Source: an optimization exercise on an open RTL-to-GDS flow (aim: small area). Production flows keep margins and buffers that such runs may drop.
In this exercise RTL edits were held to simulation tests only and were not proved equivalent to the original.

== v27 ==
## buck_converter
module buck_converter(clk_i, rst_i, e_i, v_1_o, v_2i_o, v_2d_o, a_out );
Size in the first run: ~99 I/O pins, about 15000 um2 of cells after synthesis.
==> flow/config.mk <==
export PLATFORM = sky130hd
export DESIGN_NAME = buck_converter
export DESIGN_NICKNAME = buck_converter
export VERILOG_FILES = /design/flow/design.v
export SDC_FILE = /design/flow/constraint.sdc
export NUM_CORES = 4
export LEC_CHECK = 0
export ABC_AREA = 0
export CAP_MARGIN = 20
export CORE_MARGIN = 2
export CORE_UTILIZATION = 40
export CTS_BUF_LIST = sky130_fd_sc_hd__clkbuf_2 sky130_fd_sc_hd__clkbuf_4 sky130_fd_sc_hd__clkbuf_8
export PLACE_DENSITY = 0.6
export SLEW_MARGIN = 20
==> flow/constraint.sdc <==
create_clock -name core_clock -period 11.0 [get_ports {clk_i}]
set_input_delay 2.2000 -clock core_clock [delete_from_list [all_inputs] [get_ports {clk_i}]]
set_output_delay 2.2000 -clock core_clock [all_outputs]
set_load 0.01 [all_outputs]
standard.sh (not shown) runs the stock make flow with config.mk's settings and CLKGATE_MAP_FILE= SYNTH_SCRIPT=/design/flow/synth_recipe.tcl, a recipe that flattens the netlist after the stock synthesis.
==> flow/flow/run.sh <==
#!/bin/bash
# Own layout flow: the standard synthesis, then the same synthesis run
# again on a copy of design.v whose spelled-out full/half adders are turned
# into sky130 fa/ha cells (flow/mknet.py), synthesized without Yosys's
# adder extraction (ADDER_MAP_FILE empty), so the adders stay as written
# instead of being re-extracted with inverters around them; flow/netopt.py
# then flips full adders to drop more inverters.  The adder netlist is used only if its
# registers (names and cell types) are exactly those of the standard
# synthesis; otherwise the standard netlist is laid out.  The rest is
# the standard flow (standard.sh).
set -euo pipefail
W=$(pwd)
R=$W/orfs/results/$FLOW_PLATFORM/buck_converter/base
RF=$W/orfs_fa/results/$FLOW_PLATFORM/buck_converter/base
EXTRA=()
if [[ -f flow/extra.txt ]]; then mapfile -t EXTRA < flow/extra.txt; fi

bash standard.sh synth > std_synth.log 2>&1
cp "$R/1_2_yosys.v" "$W/std_1_2_yosys.v"

use_fa=0
if python3 flow/mknet.py design.v "$W/design_fa.v" > mknet.log 2>&1; then
  sed "s#WORK_HOME=[^ ]*#WORK_HOME=$W/orfs_fa#" standard.sh > standard_fa.sh
  if bash standard_fa.sh VERILOG_FILES="$W/design_fa.v" ADDER_MAP_FILE= synth > fa_synth.log 2>&1; then
    if python3 flow/netopt.py "$RF/1_2_yosys.v" "$W/fa_opt.v" > netopt.log 2>&1 \
       && python3 flow/regcmp.py "$W/std_1_2_yosys.v" "$W/fa_opt.v" > regcmp.log 2>&1; then
      use_fa=1
    fi
  fi
fi
echo "use_fa=$use_fa" | tee use_fa.log
if [[ $use_fa == 1 ]]; then
  cp "$W/fa_opt.v" "$R/1_2_yosys.v"
  rm -f "$R/1_synth.odb" "$R/1_synth.sdc"
fi
bash standard.sh "${EXTRA[@]}" finish > finish.log 2>&1
==> flow/flow/extra.txt <==
BUFFER_PORTS_ARGS=-buffer_cell sky130_fd_sc_hd__buf_1
CTS_ARGS=-sink_clustering_enable -repair_clock_nets -dont_use_dummy_load -sink_clustering_size 30 -buf_list {sky130_fd_sc_hd__clkbuf_4 sky130_fd_sc_hd__clkbuf_8}
Other scripts of this flow, unchanged in this note and not shown: flow/flow/mknet.py, flow/flow/netopt.py, flow/flow/regcmp.py
v27 went all the way through synthesis, placement and routing and the layout is clean on timing, DRC and antenna.
The following lists how v25 was set up differently from v27:
==> flow/flow/extra.txt <==
BUFFER_PORTS_ARGS=-buffer_cell sky130_fd_sc_hd__buf_1
CTS_ARGS=-sink_clustering_enable -repair_clock_nets -dont_use_dummy_load -sink_clustering_size 30 -root_buf sky130_fd_sc_hd__clkbuf_8 -sink_clustering_buffer sky130_fd_sc_hd__clkbuf_4 -buf_list {sky130_fd_sc_hd__clkbuf_4 sky130_fd_sc_hd__clkbuf_8}
### Flow results
v27 has completed all stages; timing, DRC and antenna checks passed. Looking at the reports, v25 completed the entire flow and the layout it produced met the timing, design-rule and antenna checks. In terms of share of cells above drive strength 1, v27 and v25 differ only marginally. Biggest cell delay along the critical path of v27 is on par with v25.
### v25 -> v58
- GPL_TIMING_DRIVEN now 0, previously not set
- GPL_ROUTABILITY_DRIVEN now 0, previously not set
==> flow/flow/extra.txt <==
BUFFER_PORTS_ARGS=-buffer_cell sky130_fd_sc_hd__buf_1
CTS_ARGS=-sink_clustering_enable -repair_clock_nets -dont_use_dummy_load -sink_clustering_size 30 -buf_list {sky130_fd_sc_hd__clkbuf_4 sky130_fd_sc_hd__clkbuf_8}
Findings:
Of v58 and v25, it is v58 that has the higher non-clock buffer count.
Looking at via count across v58 and v25, the one that comes out lower is v25.
v25 -> v58: diode insertion count for antenna repair flat
Slew at the pin closest to its max-slew limit: v58 and v25 compared, higher one is v58
[inputs] v5 vs v58
- a deleted GPL_TIMING_DRIVEN that had been 0
- a deleted GPL_ROUTABILITY_DRIVEN that had been 0
==> flow/flow/extra.txt <==
BUFFER_PORTS_ARGS=-buffer_cell sky130_fd_sc_hd__buf_1
CTS_ARGS=-sink_clustering_enable -repair_clock_nets -dont_use_dummy_load -sink_clustering_size 40 -sink_clustering_max_diameter 150 -buf_list {sky130_fd_sc_hd__clkbuf_4 sky130_fd_sc_hd__clkbuf_8 sky130_fd_sc_hd__clkbuf_16}
## What came out
Source-to-sink clock delay at the later pin of the worst-skew pair was lower in the run labelled v5.
Taking v58 as the reference, in v5 total placed instance area did not really move; detailed-route wire length went down; portion of the layout cell area used by non-clock buffers went down; number of fill cells in the layout went down.
Min proportion of layout cells with a drive suffix above 1 across v5 and v58: v5
v5 vs v58, global-route usage went down by 1.4 points.

==> afterwards: timing with drivers on the ports <==
The results above use ideal ports. As a check the final layouts listed here were re-extracted and re-timed, cells and wires unchanged.
Step 1 assumes that a clkbuf_16 drives the clock port and a buf_2 every other input.
Step 2 adds t to the input delays and takes it off the output delays; t is the mean of the earliest and latest rising clock arrival at the registers after step 1. Input paths then give back, and output paths get back, about the clock's delay inside the block.
Slacks: ideal ports / drivers / drivers and shift; pairs: ideal ports / drivers.
run	t (ns)	slack for setup (ns)	latest minus earliest clock arrival (ns)	worst register clock-pin slew, ns	worst data-port slew with drivers (ns)
v27	0.510	0.465 / 0.465 / 0.465	0.036 / 0.036	0.11 / 0.11	0.04
v25	0.510	0.465 / 0.465 / 0.465	0.036 / 0.036	0.11 / 0.11	0.04
v58	0.508	0.345 / 0.345 / 0.345	0.034 / 0.035	0.10 / 0.10	0.04
v5	0.480	0.405 / 0.405 / 0.405	0.025 / 0.025	0.08 / 0.08	0.04
After both steps setup and hold are still met in every run listed.
